Source: an optimization exercise on an open RTL-to-GDS flow (aim: small area). Production flows keep margins and buffers that such runs may drop. Function was checked by simulation only, so behaviour that the tests miss may differ from the original. No activity file was given, so power comes from the tool's default toggle rates. The flow treats the clock pin as an ideal source, which a real chip does not have.

--- flow/config.mk ---
export PLATFORM = sky130hd
export DESIGN_NAME = tcam_pmt
export DESIGN_NICKNAME = tcam_pmt
export VERILOG_FILES = /design/flow/design.v
export SDC_FILE = /design/flow/constraint.sdc
export NUM_CORES = 4
export LEC_CHECK = 0
export CAP_MARGIN = 20
export CORE_MARGIN = 2
export CORE_UTILIZATION = 72
export CTS_BUF_LIST = sky130_fd_sc_hd__clkbuf_16
export CTS_CLUSTER_DIAMETER = 60
export CTS_CLUSTER_SIZE = 30
export SLEW_MARGIN = 20
export SYNTH_HIERARCHICAL = 1
--- flow/constraint.sdc ---
create_clock -name core_clock -period 5.0 [get_ports {clk}]
set_input_delay 1.0000 -clock core_clock [delete_from_list [all_inputs] [get_ports {clk}]]
set_output_delay 1.0000 -clock core_clock [all_outputs]
set_load 0.01 [all_outputs]
--- flow/design.v ---
`timescale 1 ns/1 ps
module tcam_pmt #(
    parameter DATA_WIDTH = 32,
    parameter ADDR_WIDTH = 5,
    parameter DEPTH = 32
) (
    input  wire                      clk,
    input  wire                      rst_n,
    input  wire                      wr_en,
    input  wire [ADDR_WIDTH-1:0]     wr_addr,
    input  wire [DATA_WIDTH-1:0]     wr_data,
    input  wire [DATA_WIDTH-1:0]     wr_mask,
    input  wire                      search_en,
    input  wire [DATA_WIDTH-1:0]     search_key,
    output reg  [DEPTH-1:0]          matchlines,
    output reg                       match_found,
    output reg  [ADDR_WIDTH-1:0]     match_addr,
    output wire [DEPTH-1:0]          entry_valid
);
    reg  [DEPTH-1:0]      valid_bits;
    wire [DEPTH-1:0]      match_vector;
    wire [2*DATA_WIDTH-1:0] wr_word = {~(wr_mask & ~wr_data), ~(wr_mask & wr_data)};
    wire [DATA_WIDTH-1:0]   key_n   = ~search_key;
    integer j;
    genvar k;
    generate
        for (k = 0; k < DEPTH; k = k + 1) begin : gen_ent
            reg  [2*DATA_WIDTH-1:0] pattern;
            wire [2*DATA_WIDTH-1:0] pattern_d;
            wire load = wr_en && (wr_addr == k);
            tcam_hold #(.W(2*DATA_WIDTH)) u_hold (
                .q(pattern), .keep(~load), .load(load), .w(wr_word),
                .d(pattern_d));
            always @(posedge clk)
                pattern <= pattern_d;
            wire [3:0] miss;
            tcam_entry_cmp #(.W(DATA_WIDTH)) u_cmp (
                .no1(pattern[DATA_WIDTH-1:0]), .no0(pattern[2*DATA_WIDTH-1:DATA_WIDTH]),
                .key(search_key), .key_n(key_n), .miss(miss));
            assign match_vector[k] = valid_bits[k] & ~|miss;
        end
    endgenerate
    always @(posedge clk or negedge rst_n) begin
        if (!rst_n)
            valid_bits <= {DEPTH{1'b0}};
        else if (wr_en)
            valid_bits[wr_addr] <= 1'b1;
    end
    always @(posedge clk or negedge rst_n) begin
        if (!rst_n)
            matchlines <= {DEPTH{1'b0}};
        else
            matchlines <= search_en ? match_vector : {DEPTH{1'b0}};
    end
    always @(posedge clk or negedge rst_n) begin
        if (!rst_n) begin
            match_found <= 1'b0;
            match_addr  <= {ADDR_WIDTH{1'b0}};
        end else begin
            match_found <= |matchlines;
            match_addr <= {ADDR_WIDTH{1'b0}};
            for (j = DEPTH-1; j >= 0; j = j - 1)
                if (matchlines[j])
                    match_addr <= j[ADDR_WIDTH-1:0];
        end
    end
    assign entry_valid = valid_bits;
endmodule
module tcam_hold #(
    parameter W = 64
) (
    input  wire [W-1:0] q,
    input  wire         keep,
    input  wire         load,
    input  wire [W-1:0] w,
    output wire [W-1:0] d
);
    genvar b;
    generate
        for (b = 0; b < W; b = b + 1) begin : gen_bit
            tcam_hold_bit u_bit (.q(q[b]), .keep(keep), .load(load), .w(w[b]), .d(d[b]));
        end
    endgenerate
endmodule
module tcam_hold_bit (
    input  wire q,
    input  wire keep,
    input  wire load,
    input  wire w,
    output wire d
);
    assign d = (q & keep) | (w & load);
endmodule
module tcam_entry_cmp #(
    parameter W = 32
) (
    input  wire [W-1:0] no1,
    input  wire [W-1:0] no0,
    input  wire [W-1:0] key,
    input  wire [W-1:0] key_n,
    output wire [3:0]   miss
);
    wire [W-1:0]   bit_miss;
    wire [W/2-1:0] none2;
    genvar b;
    generate
        for (b = 0; b < W; b = b + 1) begin : gen_bit
            tcam_bit_miss u_bit (
                .no1(no1[b]), .no0(no0[b]), .key(key[b]), .key_n(key_n[b]),
                .miss(bit_miss[b]));
        end
        for (b = 0; b < W/2; b = b + 1) begin : gen_pair
            tcam_none2 u_pair (.miss(bit_miss[2*b+:2]), .none(none2[b]));
        end
        for (b = 0; b < 4; b = b + 1) begin : gen_blk
            tcam_any8 u_blk (.none2(none2[4*b+:4]), .any(miss[b]));
        end
    endgenerate
endmodule
module tcam_bit_miss (
    input  wire no1,
    input  wire no0,
    input  wire key,
    input  wire key_n,
    output wire miss
);
    assign miss = ~((no1 | key) & (no0 | key_n));
endmodule
module tcam_none2 (
    input  wire [1:0] miss,
    output wire       none
);
    assign none = ~|miss;
endmodule
module tcam_any8 (
    input  wire [3:0] none2,
    output wire       any
);
    assign any = ~&none2;
endmodule
--- flow/flow/run.sh ---
#!/bin/bash
# Layout flow: the standard ORFS flow (standard.sh, with the standard
# synthesis unchanged), with two changes passed to ORFS as its own variables:
#  - port buffers use a small buffer cell (buffer_ports -buffer_cell); every
#    input and output port still gets its buffer;
#  - clock tree synthesis runs without dummy loads, with the sink clustering
#    given here.
# make's full output goes to flow_make.log in the work folder; ORFS writes each
# step's own log under orfs/logs/.
set -euo pipefail
export BUFFER_PORTS_ARGS="-buffer_cell sky130_fd_sc_hd__buf_2"
export CTS_ARGS="-sink_clustering_enable -repair_clock_nets -sink_clustering_size 30 -sink_clustering_max_diameter 60 -buf_list sky130_fd_sc_hd__clkbuf_16 -dont_use_dummy_load"
bash standard.sh > flow_make.log 2>&1
--- flow/standard.sh ---
#!/bin/bash
# synth_recipe.tcl (not shown) runs the flow's synth.tcl, then flattens the netlist and writes it again
# the make line also repeats each setting of config.mk as NAME=value (left out here)
make -C /OpenROAD-flow-scripts/flow DESIGN_CONFIG=/design/flow/config.mk WORK_HOME=/design/flow/orfs CLKGATE_MAP_FILE= SYNTH_SCRIPT=/design/flow/synth_recipe.tcl "${@:-finish}"
==> results of run 1 <==
## per-module statistics from Yosys (local to each module, per instance), a selection
module	times used	cell area, µm²
tcam_none2	512	3.75
tcam_bit_miss	1024	6.26
tcam_any8	128	6.26
tcam_pmt	1	45000
tcam_hold_bit	2048	8.76
## power groups by stage
stage                     clock [mW]  sequential (mW)  combinational (mW)
after floorplan                    0             22.9                5.39
after global placement             0             23.4                6.66
after detailed placement           0             23.6                6.93
after CTS                       10.0             23.3                6.99
after global routing            10.7             23.8                7.59
final                           10.1             23.4                7.16
## through the flow
step                setup slack [ns]  hold WS (ns)  std cells  utilization  area (µm²)
finish                          1.30         0.229       7988        0.798       79500
global route                    1.35         0.228       7981        0.798       79500
CTS                             1.58         0.207       7979        0.797       79500
detailed placement             0.814         0.471       7846        0.764       76200
global placement               0.849         0.466       7846        0.764       76200
floorplan                      0.615         0.456       6213            -       72100
## worst max-delay path by stage
stage                                       end  slack, ns  depth (start not counted)
after global routing             matchlines[18]       1.35                          8
after global placement           matchlines[10]       0.85                          8
after CTS                        matchlines[18]       1.58                          8
after detailed placement          matchlines[0]       0.81                          8
final                            matchlines[18]       1.30                          8
after floorplan           gen_ent[2].pattern[0]       0.62                          6
## layout by cell type, fill, tap and decap left out, types with 29 or more instances in the layout
master	Yosys	routed
a22o_1	2048	2048
dfxtp_1	2048	2048
o22ai_1	1024	1024
nor2_1	533	533
buf_2	6	173
buf_4	0	159
clkbuf_16	0	133
nand4_1	129	129
dfrtp_1	70	70
nand2_1	67	43
inv_1	73	41
nor3b_1	33	33
nand2b_2	0	32
or4b_2	30	30
inv_2	0	29
## critical path: cells and delay by family
kind,cells,cell delay [ns]
AND/OR/NAND/NOR,4,1.75
AO/OA/AOI/OAI,1,0.17
buffers and inverters,3,1.43
## layout make-up
type                            instances  area [µm²]
Inverter                               73         278
Antenna cell                            8        20.0
Tap cell                             1298        1620
Multi-Input combinational cell       4011       29200
Timing Repair Buffer                  347        2360
Sequential cell                      2118       42800
Fill cell                            6360       20200
Clock buffer                          133        3330
## logic make-up after synthesis
logic type / synth area share
AOI/OAI and AO/OA: 0.343
DFF: 0.593
and+or+nand+nor: 0.0572
buffers and inverters: 0.00448
adders and majority gates: 0.00104
xor gates and xnor gates: 0.000608
muxes: 0.000139
## state kept, by name (all words and copies together), names as in the netlist
name,flops
match_found,1
gen_ent.pattern,2048
match_addr,5
valid_bits,32
matchlines,32
## per-layer routing
metal	global-route usage	wire length, µm
met5	0.0265	637
met2	0.719	108000
met4	0.341	21300
met1	0.624	93500
met3	0.206	44500
==> run_results.csv, run 1 <==
group,metric,value,unit
global_routing,grt_first_pass_wirelength,386000,µm
flow_run,cap_violations,0,
pwr,peakVddDrop,0.417,mV
route,vias_per_cell,8.02,
hold_path,hp-class,"in -> async",
yosys,syn-num-nets,6324,
placement,dpl.hpwl,153000,µm
critical_path,ff2ff_setup_slack,2.38,ns
clock_network,cts_buffers,133,
global_routing,grt_start_max_net_pins,66,
floorplan,die_area,103000,µm²
clock_network,root_buffer,"clkbuf_16",
pwr,p_comb_frac,0.176,
critical_path,critical_path_arrival,4.38,ns
sta,period_needed,3.70,ns
critical_path,timing.rr.start,"gen_ent[3].pattern[1]",
floorplan,die_w,320,µm
yosys,ys_ff_latch,2118,
route,ant_nets,0,
critical_path,reg2reg_depth,5,
sta,setup_tns,0,ns
global_routing,grt_use_total,0.504,
clock_network,cts.sinks,2118,
yosys,synth.top_cells.by_count,"2048 x a22o_1, 2048 x dfxtp_1, 1024 x o22ai_1",
pwr,p_clk_frac,0.249,
pwr,power_density,511,nW/µm²
sta,slew_headroom,0.175,
yosys,synth_area_leaders,"dfxtp_1 57%, a22o_1 25%, o22ai_1 8.9%",
layout,drive_gt1_frac,0.0923,
pwr,intPower,30.0,mW
clock_network,clk_latency,0.78,ns
sta,setup_viol_count_final,0,
critical_path,end_kind,"flop",
clock_network,clockBufferDepth,3,
critical_path,rr_endpoint,"matchlines[3]",
yosys,synth_top_area_cell,"dfxtp_1",
critical_path,critPathLaunch,"search_key[30]",
critical_path,path_max_fanout,33,
sta,fin_skew,0.0498,ns
floorplan,start_util,0.723,
clock_network,cts.clk_slew.worst_paths,0.11,ns
clock_network,post_cts_buffers,0,
pwr,p_total,40.7,mW
layout,nets,6795,
global_routing,grt_pass1_vias,60630,
sta,finalCritPeriodShare,0.740,
yosys,synth.cell_area,72100,µm²
clock_network,ctsResizeCount,0,
critical_path,cp-start-kind,"primary input",
pwr,p_leak,31.6,nW
critical_path,slowest_stage,"or4b_2",
status,status,"timing/DRC/antenna clean",
sta,max_freq,270,MHz
route,vias,64097,
layout,syn_to_final_growth,10.4,%
yosys,synthCells,6213,
pwr,p_sw,10.7,mW
clock_network,cts_tree,"done",
yosys,syn_avg_cell_area,11.6,µm²
sta,rsz0062_at_grt,"no",
floorplan,core.rowCount,116,
route,drc,0,
yosys,ys_seq_area_frac,0.593,
floorplan,ioPinCount,175,
global_routing,grt_remaining_overflow,0,
clock_network,cts_hold_buf,0,
critical_path,criticalPathCategory,"in -> reg",
yosys,yosysWarnings,7,
critical_path,cp_cell_sequence,"buf_2, inv_1, buf_4, o22ai_1, nor2_1, nand4_1, or4b_2, nor3b_1",
sta,hold_viol_final,0,
route,drtIter0Drc,9811,
pwr,switching_share,0.263,
yosys,synthArstFlopShare,0.0331,
route,wl_per_cell,33.6,µm
floorplan,die_y,320,µm
floorplan,core,99700,µm²
global_routing,antenna_found_initial,21,
placement,port_buffers,174,
yosys,synth_top_area_share,0.569,
yosys,synth-edff-count,0,
critical_path,max_stage_delay,0.83,ns
sta,tightestPinTransition,1.24,ns
yosys,synth_cell_types,41,
yosys,ys_dominant_reg_cell,"dfxtp_1",
clock_network,htreeDepth,4,
route,drt-total-wl,268000,µm
placement,routabilityCongestion,0.981,
sta,slew_violations,0,
pwr,power_frac_seq,0.575,
route,drt_pass1_iterations,7,
critical_path,crit_required,5.68,ns
==> inputs of run 2 (changes only) <==
--- a/flow/flow/run.sh
+++ b/flow/flow/run.sh
@@ -10,4 +10,4 @@
 set -euo pipefail
 export BUFFER_PORTS_ARGS="-buffer_cell sky130_fd_sc_hd__buf_2"
-export CTS_ARGS="-sink_clustering_enable -repair_clock_nets -sink_clustering_size 30 -sink_clustering_max_diameter 60 -buf_list sky130_fd_sc_hd__clkbuf_16 -dont_use_dummy_load"
+export CTS_ARGS="-sink_clustering_enable -repair_clock_nets -sink_clustering_size 32 -sink_clustering_max_diameter 66 -buf_list sky130_fd_sc_hd__clkbuf_16 -dont_use_dummy_load"
 bash standard.sh > flow_make.log 2>&1
--- a/flow/config.mk
+++ b/flow/config.mk
@@ -8,5 +8,5 @@
 export CAP_MARGIN = 20
 export CORE_MARGIN = 2
-export CORE_UTILIZATION = 72
+export CORE_UTILIZATION = 60
 export CTS_BUF_LIST = sky130_fd_sc_hd__clkbuf_16
 export CTS_CLUSTER_DIAMETER = 60
==> run 2 against run 1 <==
Net effect:
- still clean on timing, DRC and antenna
- power about the same
- sequential share of layout area decreased by 0.28 points
- register-to-register slack lost 0.31 ns
- clock skew about the same
- sequential power barely moved
- routed wire length grew 3.7%
- via count shrank 2.0%
- critical path depth increased by 1
- count of clock-buffer cells in the layout is 2 lower
- combinational power shrank 1%
- die area increased by 20%
- critical endpoint is now matchlines[1]
- largest cell class unchanged
==> run_results.csv, run 2 <==
group,metric,value,unit
critical_path,cp_common_cell,"buf_4",
critical_path,path_max_fanout,19,
placement,dpl.hpwl,166000,µm
yosys,synth_top_area_share,0.569,
pwr,peakVddDrop,0.406,mV
route,ant_nets,0,
layout,multi_input_area,29200,µm²
yosys,syn_avg_cell_area,11.6,µm²
sta,hold_viol_final,0,
clock_network,cts.sinks,2118,
global_routing,grt_first_pass_wirelength,395000,µm
placement,port_buffers,174,
critical_path,crit_buf_inv,4,
flow_run,cap_violations,0,
yosys,synth_cell_types,41,
critical_path,cpLargestDelayFamily,"simple AND/OR/NAND/NOR gates",
layout,reg_top3,"gen_ent.pattern (2048), matchlines (32), valid_bits (32)",
layout,nets,6799,
route,wl_per_cell,33.4,µm
global_routing,antenna_found_initial,32,
layout,register_area,42800,µm²
sta,period_needed,3.62,ns
critical_path,reg2reg_depth,5,
route,drc,0,
clock_network,cts_tree,"done",
sta,max_freq,277,MHz
clock_network,post_cts_buffers,0,
route,drt_pass1_iterations,6,
sta,setup_tns,0,ns
layout,final_cell_mix,"2048 x a22o_1, 2048 x dfxtp_1, 1024 x o22ai_1",
sta,slew_headroom,0.0906,
layout,instances_no_fill,8318,
layout,largest_register_ffs,2048,
clock_network,cts.clk_slew.worst_paths,0.08,ns
yosys,ys_dominant_reg_cell,"dfxtp_1",
layout,drive_gt1_frac,0.0963,
clock_network,cts_buffers,131,
critical_path,criticalPathCategory,"in -> reg",
yosys,synth_area_leaders,"dfxtp_1 57%, a22o_1 25%, o22ai_1 8.9%",
clock_network,htreeDepth,4,
global_routing,grt_start_max_net_pins,66,
placement,routabilityCongestion,1.02,
critical_path,slowest_stage,"or4b_2",
route,vias_per_cell,7.55,
floorplan,die_w,351,µm
pwr,p_leak,31.6,nW
clock_network,clk_latency,0.82,ns
sta,tightestPinTransition,1.36,ns
placement,post-place-ws,0.801,ns
global_routing,grt_pass1_vias,57982,
floorplan,core,119000,µm²
yosys,syn-num-nets,6324,
layout,final_core_util,0.669,
clock_network,cts_hold_buf,0,
clock_network,root_buffer,"clkbuf_16",
sta,fin_ws,1.38,ns
floorplan,die_area,123000,µm²
critical_path,cp-start-kind,"primary input",
yosys,synth.cell_area,72100,µm²
clock_network,ctsResizeCount,0,
yosys,synth-edff-count,0,
sta,rsz0062_at_grt,"no",
layout,syn_to_final_growth,11.0,%
clock_network,clockBufferDepth,3,
yosys,synth.top_cells.by_count,"2048 x a22o_1, 2048 x dfxtp_1, 1024 x o22ai_1",
critical_path,end_kind,"flop",
yosys,synthArstFlopShare,0.0331,
sta,finalCritPeriodShare,0.723,
yosys,ys_ff_latch,2118,
yosys,synthCells,6213,
critical_path,crit_required,5.67,ns
route,drtIter0Drc,8346,
yosys,synth_top_area_cell,"dfxtp_1",
status,status,"timing/DRC/antenna clean",
layout,num-fill-cells,9492,
critical_path,cp_num_cells,9,
hold_path,hp-class,"in -> async",
global_routing,grt_remaining_overflow,0,
route,vias,62807,
floorplan,ioPinCount,175,
sta,slew_violations,0,
pwr,power_density,509,nW/µm²
critical_path,max_stage_delay,0.98,ns
placement,dp_cells,8165,
route,drt-total-wl,278000,µm
sta,setup_viol_count_final,0,
floorplan,core.rowCount,127,
floorplan,start_util,0.603,
critical_path,cp_cell_sequence,"buf_2, inv_1, buf_4, buf_4, o22ai_1, nor2_1, nand4_1, or4b_2, nor3b_1",
layout,largest_register,"gen_ent.pattern",
global_routing,grt_use_total,0.438,
floorplan,die_y,351,µm
yosys,yosysWarnings,7,
critical_path,critical_path_arrival,4.29,ns
yosys,ys_seq_area_frac,0.593,
sta,fin_skew,0.0497,ns
-- run 2: final cells by class --
class / instances / area share
flip-flops and latches: 2118 / 0.535
multi-input cells: 4011 / 0.366
clock buffers: 131 / 0.0410
repair buffers: 353 / 0.0294
well taps: 1612 / 0.0252
inverters: 73 / 0.00349
diodes: 20 / 0.000626
-- run 2: logic make-up after synthesis --
kind of cell | synth area share
AO/OA/AOI/OAI | 0.343
XOR/XNOR | 0.000608
adder cells (fa/ha/maj) | 0.00104
buffers and inverters | 0.00448
flip-flops | 0.593
multiplexers | 0.000139
AND/OR/NAND/NOR | 0.0572
-- run 2: path summary, 6_finish.rpt --
path	from	to	slack [ns]
worst max register to register	matchlines[29]	match_addr[0]	2.07
max in group asynchronous	rst_n	valid_bits[0]	3.62
worst min-delay path	rst_n	match_addr[0]	0.22
worst max-delay path	search_key[4]	matchlines[1]	1.38
worst min register to register	gen_ent[28].pattern[31]	gen_ent[28].pattern[31]	0.49
min in group core_clock	gen_ent[28].pattern[31]	gen_ent[28].pattern[31]	0.49
-- run 2: per-module statistics from Yosys (local to each module, per instance), excerpt --
module         flip-flops and latches  area [µm²]  cells inside  times used
tcam_bit_miss                       0        6.26             1        1024
tcam_none2                          0        3.75             1         512
tcam_pmt                         2118       45000          2501           1
tcam_any8                           0        6.26             1         128
tcam_hold_bit                       0        8.76             1        2048
-- run 2: routing by layer --
layer	global-route usage	wire [µm]	up-vias
li1	-	-	26436
met1	0.588	108000	31324
met2	0.625	114000	4218
met3	0.155	40600	795
met4	0.211	14400	34
met5	0.0110	329	-
-- run 2: metrics by stage --
stage,instance area [µm²],hold slack (ns),total power [mW]
after global routing,79900,0.269,42.2
after detailed placement,76600,0.471,30.6
after floorplan,72100,0.456,28.3
after global placement,76600,0.466,30.3
final,80000,0.223,40.7
after CTS,79900,0.210,40.4
-- run 2: power breakdown --
group          switching [mW]  total, mW  internal, mW
clock network            5.51       10.2          4.66
registers                2.48       23.5          21.0
logic                    2.82       7.09          4.27
==> inputs of run 3 (changes only) <==
--- a/flow/flow/run.sh
+++ b/flow/flow/run.sh
@@ -10,4 +10,4 @@
 set -euo pipefail
 export BUFFER_PORTS_ARGS="-buffer_cell sky130_fd_sc_hd__buf_2"
-export CTS_ARGS="-sink_clustering_enable -repair_clock_nets -sink_clustering_size 32 -sink_clustering_max_diameter 66 -buf_list sky130_fd_sc_hd__clkbuf_16 -dont_use_dummy_load"
+export CTS_ARGS="-sink_clustering_enable -repair_clock_nets -sink_clustering_size 26 -sink_clustering_max_diameter 80 -buf_list sky130_fd_sc_hd__clkbuf_16 -dont_use_dummy_load"
 bash standard.sh > flow_make.log 2>&1
==> run 3 against run 2 <==
Net effect:
- non-clock buffer count decreased by 1
- cell count decreased by 0.61%
- synthesized cell count unchanged
- flip-flop and latch count unchanged
- critical endpoint is now matchlines[27]
==> run_results.csv, run 3 <==
group,metric,value,unit
placement,dp_cells,8165,
floorplan,ioPinCount,175,
global_routing,grt_start_max_net_pins,66,
sta,tightestPinTransition,1.38,ns
placement,dpl.hpwl,166000,µm
global_routing,grt_pass1_vias,57420,
route,drt_pass1_iterations,6,
clock_network,cts.sinks,2118,
yosys,synthCells,6213,
critical_path,critical_path_arrival,4.20,ns
flow_run,cap_violations,0,
yosys,ys_ff_latch,2118,
floorplan,die_y,351,µm
sta,finalCritPeriodShare,0.716,
floorplan,die_area,123000,µm²
global_routing,grt_use_total,0.434,
yosys,synthArstFlopShare,0.0331,
pwr,peakVddDrop,0.338,mV
yosys,synth.top_cells.by_count,"2048 x a22o_1, 2048 x dfxtp_1, 1024 x o22ai_1",
global_routing,grt_remaining_overflow,0,
sta,max_freq,279,MHz
clock_network,ctsResizeCount,0,
clock_network,cts_hold_buf,0,
sta,slew_headroom,0.0819,
sta,setup_tns,0,ns
sta,rsz0062_at_grt,"no",
yosys,ys_dominant_reg_cell,"dfxtp_1",
yosys,syn-num-nets,6324,
layout,largest_register,"gen_ent.pattern",
clock_network,cts.clk_slew.worst_paths,0.10,ns
placement,place_area,76600,µm²
clock_network,root_buffer,"clkbuf_16",
floorplan,core,119000,µm²
pwr,p_leak,31.2,nW
layout,instances_no_fill,8267,
critical_path,path_max_fanout,19,
pwr,p_total,39.2,mW
placement,port_buffers,174,
pwr,power_density,496,nW/µm²
sta,slew_violations,0,
layout,syn_to_final_growth,9.62,%
critical_path,critPathLaunch,"search_key[4]",
route,drc,0,
sta,hold_viol_final,0,
critical_path,reg2reg_depth,5,
layout,largest_register_ffs,2048,
layout,reg_top3,"gen_ent.pattern (2048), matchlines (32), valid_bits (32)",
route,drtIter0Drc,8331,
clock_network,clk_latency,0.74,ns
yosys,ys_seq_area_frac,0.593,
critical_path,end_kind,"flop",
route,drt-total-wl,277000,µm
clock_network,cts_tree,"done",
global_routing,grt_first_pass_wirelength,394000,µm
critical_path,crit_required,5.62,ns
sta,setup_viol_count_final,0,
sta,fin_skew,0.0510,ns
route,ant_nets,0,
clock_network,post_cts_buffers,0,
layout,num-fill-cells,9611,
route,wl_per_cell,33.5,µm
clock_network,htreeDepth,3,
floorplan,die_w,351,µm
yosys,synth_top_area_share,0.569,
critical_path,rr_endpoint,"match_addr[0]",
layout,final_cell_mix,"2048 x a22o_1, 2048 x dfxtp_1, 1024 x o22ai_1",
critical_path,endpoint,"matchlines[27]",
critical_path,timing.rr.start,"matchlines[29]",
yosys,yosysWarnings,7,
route,vias,62230,
global_routing,antenna_found_initial,33,
yosys,syn_avg_cell_area,11.6,µm²
hold_path,hp-class,"in -> async",
layout,post-route-cell-area,79000,µm²
floorplan,start_util,0.603,
yosys,synth.cell_area,72100,µm²
yosys,synth_top_area_cell,"dfxtp_1",
clock_network,cts_buffers,94,
layout,drive_gt1_frac,0.0912,
floorplan,core.rowCount,127,
placement,routabilityCongestion,1.02,
critical_path,ff2ff_setup_slack,2.06,ns
sta,period_needed,3.58,ns
yosys,synth_area_leaders,"dfxtp_1 57%, a22o_1 25%, o22ai_1 8.9%",
status,status,"timing/DRC/antenna clean",
yosys,synth_cell_types,41,
route,vias_per_cell,7.53,
sta,fin_ws,1.42,ns
critical_path,criticalPathCategory,"in -> reg",
layout,nets,6761,
critical_path,cp-start-kind,"primary input",
clock_network,clockBufferDepth,3,
placement,post-place-ws,0.801,ns
yosys,synth-edff-count,0,
-- run 3: cell counts after synthesis --
No cell type changed its count.
-- run 3: worst max-delay path: stages --
cell,delay (ns)
buf_2,0.11
inv_1,0.67
buf_4,0.36
buf_4,0.17
o22ai_1,0.07
nor2_1,0.14
nand4_1,0.59
or4b_2,0.88
nor3b_1,0.19
-- run 3: area by class of cell --
type                    instances  area [µm²]  share of cell area
diodes                          7        17.5            0.000222
clock buffers                  94        2350              0.0298
inverters                      73         279             0.00353
multi-input cells            4011       29200               0.370
flip-flops and latches       2118       42800               0.541
well taps                    1612        2020              0.0255
repair buffers                352        2330              0.0295
-- run 3: through the flow --
step / hold slack [ns] / util
final: 0.298 / 0.661
after global routing: 0.325 / 0.661
after CTS: 0.289 / 0.661
after detailed placement: 0.471 / 0.641
after global placement: 0.466 / 0.641
after floorplan: 0.456 / -
-- run 3: power breakdown --
part	switching (mW)	internal [mW]
Sequential	2.47	21.0
Combinational	2.81	4.27
Clock	5.26	3.37
Total	10.5	28.6
-- run 3: metal layers --
layer / vias up / global-route usage / part of all wire
met2: 4101 / 0.622 / 0.41
li1: 26320 / - / -
met1: 31030 / 0.585 / 0.39
met5: - / 0 / 0.00096
met3: 741 / 0.160 / 0.15
met4: 38 / 0.194 / 0.053
-- run 3: worst min-delay path by stage --
stage,from,endpoint,slack [ns],depth (start not counted)
after global placement,gen_ent[26].pattern[53],gen_ent[26].pattern[53],0.47,1
after CTS,rst_n,match_addr[2],0.29,1
after floorplan,gen_ent[0].pattern[32],gen_ent[0].pattern[32],0.46,1
after global routing,rst_n,match_addr[0],0.32,1
after detailed placement,gen_ent[14].pattern[34],gen_ent[14].pattern[34],0.47,1
final,rst_n,match_addr[0],0.30,1
-- run 3: cell families after synthesis --
logic type,after synthesis,share of synthesized area
adders and majority gates,6,0.00104
and+or+nand+nor,873,0.0572
AOI/OAI and AO/OA,3126,0.343
muxes,1,0.000139
buffers and inverters,84,0.00448
DFF,2118,0.593
xor gates and xnor gates,5,0.000608
-- run 3: Yosys stat by module (local to each module, per instance), excerpt --
module | cell area (µm²) | cells inside
tcam_any8 | 6.26 | 1
tcam_bit_miss | 6.26 | 1
tcam_hold_bit | 8.76 | 1
tcam_none2 | 3.75 | 1
tcam_pmt | 45000 | 2501
==> inputs of run 4 (changes only) <==
--- a/flow/flow/run.sh
+++ b/flow/flow/run.sh
@@ -10,4 +10,4 @@
 set -euo pipefail
 export BUFFER_PORTS_ARGS="-buffer_cell sky130_fd_sc_hd__buf_2"
-export CTS_ARGS="-sink_clustering_enable -repair_clock_nets -sink_clustering_size 26 -sink_clustering_max_diameter 80 -buf_list sky130_fd_sc_hd__clkbuf_16 -dont_use_dummy_load"
+export CTS_ARGS="-sink_clustering_enable -repair_clock_nets -sink_clustering_size 30 -sink_clustering_max_diameter 100 -buf_list sky130_fd_sc_hd__clkbuf_16 -dont_use_dummy_load"
 bash standard.sh > flow_make.log 2>&1
==> run 4 against run 3 <==
Net effect:
- still clean
- synthesized cell count unchanged
- cell count decreased by 0.11%
- non-clock buffer count grew 2
- clock power shrank 7.0%
- die area stayed put
- worst setup slack lost 0.082 ns
- critical path depth unchanged
- register-to-register slack improved by 0.08 ns
- global-route usage is 0.067 points lower
- utilization is 0.25 points lower
- critical endpoint is now matchlines[1]
- largest cell class unchanged
- largest power group unchanged
==> run_results.csv, run 4 <==
group,metric,value,unit
clock_network,clockBufferDepth,3,
clock_network,htreeDepth,3,
critical_path,cp_common_cell,"buf_4",
sta,fin_ws,1.34,ns
placement,routabilityCongestion,1.02,
sta,finalCritPeriodShare,0.732,
yosys,synth-edff-count,0,
route,drtIter0Drc,8841,
critical_path,end_kind,"flop",
yosys,ys_seq_area_frac,0.593,
critical_path,cp-start-kind,"primary input",
yosys,yosysWarnings,7,
sta,setup_tns,0,ns
floorplan,die_area,123000,µm²
pwr,power_density,490,nW/µm²
floorplan,die_y,351,µm
clock_network,cts_buffers,80,
hold_path,hp-class,"in -> async",
yosys,ys_ff_latch,2118,
critical_path,crit_required,5.64,ns
yosys,synth_simple_gate_area_share,0.0572,
yosys,synthMuxAreaShare,0.000139,
pwr,power_frac_seq,0.608,
sta,rsz0062_at_grt,"no",
layout,largest_register_ffs,2048,
global_routing,grt_first_pass_wirelength,393000,µm
global_routing,grt_pass1_vias,57247,
yosys,synthArstFlopShare,0.0331,
pwr,p_leak,31.0,nW
clock_network,clk_latency,0.74,ns
yosys,synth_top_family_by_area,"compound AO/OA/AOI/OAI gates",
yosys,synth-adder-area-share,0.00104,
sta,slew_violations,0,
pwr,p_comb_frac,0.184,
placement,port_buffers,174,
global_routing,grt_start_max_net_pins,66,
layout,syn_to_final_growth,9.21,%
status,status,"timing/DRC/antenna clean",
flow_run,cap_violations,0,
yosys,synth.top_cells.by_count,"2048 x a22o_1, 2048 x dfxtp_1, 1024 x o22ai_1",
placement,dpl.hpwl,166000,µm
clock_network,ctsResizeCount,0,
critical_path,critPathLaunch,"search_key[4]",
pwr,intPower,28.2,mW
clock_network,cts_hold_buf,0,
sta,max_freq,273,MHz
route,vias_per_cell,7.54,
sta,setup_viol_count_final,0,
yosys,synth_top_area_share,0.569,
critical_path,criticalPathCategory,"in -> reg",
critical_path,crit_buf_inv,4,
critical_path,critical_path_arrival,4.31,ns
global_routing,grt_remaining_overflow,0,
pwr,peakVddDrop,0.311,mV
yosys,synth.cell_area,72100,µm²
route,drt_pass1_iterations,6,
route,ant_nets,0,
floorplan,core,119000,µm²
critical_path,slowest_stage,"or4b_2",
sta,fin_skew,0.0429,ns
floorplan,ioPinCount,175,
layout,register_area,42800,µm²
pwr,p_clk_frac,0.208,
clock_network,post_cts_buffers,0,
pwr,p_sw,10.4,mW
yosys,synth_compound_area_frac,0.343,
layout,nets,6749,
route,vias,62289,
yosys,synth_area_leaders,"dfxtp_1 57%, a22o_1 25%, o22ai_1 8.9%",
clock_network,cts.sinks,2118,
floorplan,start_util,0.603,
sta,period_needed,3.66,ns
layout,final_cell_mix,"2048 x a22o_1, 2048 x dfxtp_1, 1024 x o22ai_1",
layout,multi_input_area,29200,µm²
clock_network,cts.clk_slew.worst_paths,0.12,ns
yosys,synth_cell_types,41,
layout,reg_top3,"gen_ent.pattern (2048), matchlines (32), valid_bits (32)",
yosys,syn-num-nets,6324,
critical_path,cpLargestDelayFamily,"simple AND/OR/NAND/NOR gates",
sta,hold_viol_final,0,
floorplan,die_w,351,µm
clock_network,cts_tree,"done",
clock_network,root_buffer,"clkbuf_16",
yosys,syn_avg_cell_area,11.6,µm²
yosys,ys_dominant_reg_cell,"dfxtp_1",
yosys,synth-xor-area-share,0.000608,
global_routing,antenna_found_initial,25,
critical_path,timing.rr.start,"matchlines[29]",
yosys,synthCells,6213,
floorplan,core.rowCount,127,
route,drt-total-wl,277000,µm
route,wl_per_cell,33.5,µm
layout,drive_gt1_frac,0.0895,
yosys,synth_top_area_cell,"dfxtp_1",
layout,num-fill-cells,9663,
pwr,switching_share,0.270,
sta,slew_headroom,0.135,
sta,tightestPinTransition,1.30,ns
placement,post-place-ws,0.801,ns
layout,largest_register,"gen_ent.pattern",
global_routing,grt_use_total,0.434,
route,drc,0,
critical_path,max_stage_delay,0.98,ns
critical_path,path_max_fanout,19,
critical_path,cp_cell_sequence,"buf_2, inv_1, buf_4, buf_4, o22ai_1, nor2_1, nand4_1, or4b_2, nor3b_1",
[run 4: cell counts after synthesis]
No cell type changed its count.
[run 4: per-layer routing]
layer  GRT usage  part of all wire  vias to the layer above
li1            -                 -                    26313
met1       0.590              0.40                    31175
met2       0.618              0.41                     4044
met3       0.155              0.14                      737
met4       0.194             0.053                       20
met5           0           0.00051                        -
[run 4: layout make-up]
class / count / share of cell area
Sequential cell: 2118 / 0.543
Multi-Input combinational cell: 4011 / 0.372
Timing Repair Buffer: 354 / 0.0302
Tap cell: 1612 / 0.0256
Clock buffer: 80 / 0.0254
Inverter: 73 / 0.00353
Antenna cell: 10 / 0.000318
[run 4: metrics by stage]
| step | hold WS [ns] | utilization | power, mW | instance area, µm² | cells |
|---|---|---|---|---|---|
| finish | 0.286 | 0.659 | 38.6 | 78700 | 8258 |
| global route | 0.318 | 0.658 | 40.0 | 78700 | 8250 |
| CTS | 0.290 | 0.658 | 38.3 | 78600 | 8245 |
| detailed placement | 0.471 | 0.641 | 30.6 | 76600 | 8165 |
| global placement | 0.466 | 0.641 | 30.3 | 76600 | 8164 |
| floorplan | 0.456 | - | 28.3 | 72100 | 6213 |
[run 4: cell families (layout without fill, tap and decap cells)]
family / Yosys count / in the layout
adders and majority gates: 6 / 6
xor gates and xnor gates: 5 / 5
and+or+nand+nor: 873 / 873
DFF: 2118 / 2118
muxes: 1 / 1
buffers and inverters: 84 / 507
other: 0 / 10
AOI/OAI and AO/OA: 3126 / 3126
[run 4: power by group through the flow]
stage | logic [mW] | clock network (mW) | registers (mW)
2_1_floorplan | 5.39 | 0 | 22.9
3_3_place_gp | 6.74 | 0 | 23.5
3_5_place_dp | 6.95 | 0 | 23.6
4_1_cts | 6.96 | 8.00 | 23.3
5_1_grt | 7.59 | 8.54 | 23.8
6_report | 7.09 | 8.03 | 23.4
[run 4: worst paths after layout]
path / endpoint / slack, ns / depth (start not counted)
worst min register to register: gen_ent[13].pattern[43] / 0.49 / 1
worst max-delay path: matchlines[1] / 1.34 / 9
worst max register to register: match_addr[0] / 2.14 / 5
max in group asynchronous: valid_bits[0] / 3.58 / 2
worst min-delay path: match_addr[0] / 0.29 / 1
min in group core_clock: gen_ent[13].pattern[43] / 0.49 / 1
[run 4: per-module statistics from Yosys, one instance, submodules excluded, a selection]
module         flops+latches  copies in the design  cell area, µm²  cells
tcam_any8                  0                   128            6.26      1
tcam_hold_bit              0                  2048            8.76      1
tcam_bit_miss              0                  1024            6.26      1
tcam_pmt                2118                     1           45000   2501
tcam_none2                 0                   512            3.75      1

-- re-timing with driven ports --
How much do the figures lean on ideal ports? The routed layouts below were timed once more, with nothing changed but the port constraints. Step 1, drivers: a clkbuf_16 drives clk and a buf_2 each remaining input, both assumed. Step 2, shift: input delay + t, output delay - t, t = (earliest + latest rising clock arrival at the registers) / 2. This alone moves slack from input paths to output paths. a / b / c = no drivers / after step 1 / after step 2; a / b = the first two.
run | shift t [ns] | slack for setup (ns) | slew at the worst register clock pin (ns) | worst data-port slew with drivers (ns)
run 1 | 0.835 | 1.299 / 1.360 / 0.525 | 0.11 / 0.11 | 0.15
run 2 | 0.871 | 1.384 / 1.436 / 0.565 | 0.11 / 0.11 | 0.20
run 3 | 0.800 | 1.420 / 1.470 / 0.670 | 0.11 / 0.11 | 0.18
run 4 | 0.802 | 1.339 / 1.388 / 0.586 | 0.12 / 0.12 | 0.17
After both steps setup and hold are still met in every run listed. For run 2, which loses most, drivers alone change the setup slack by +0.052 ns; drivers and shift together by -0.819 ns.
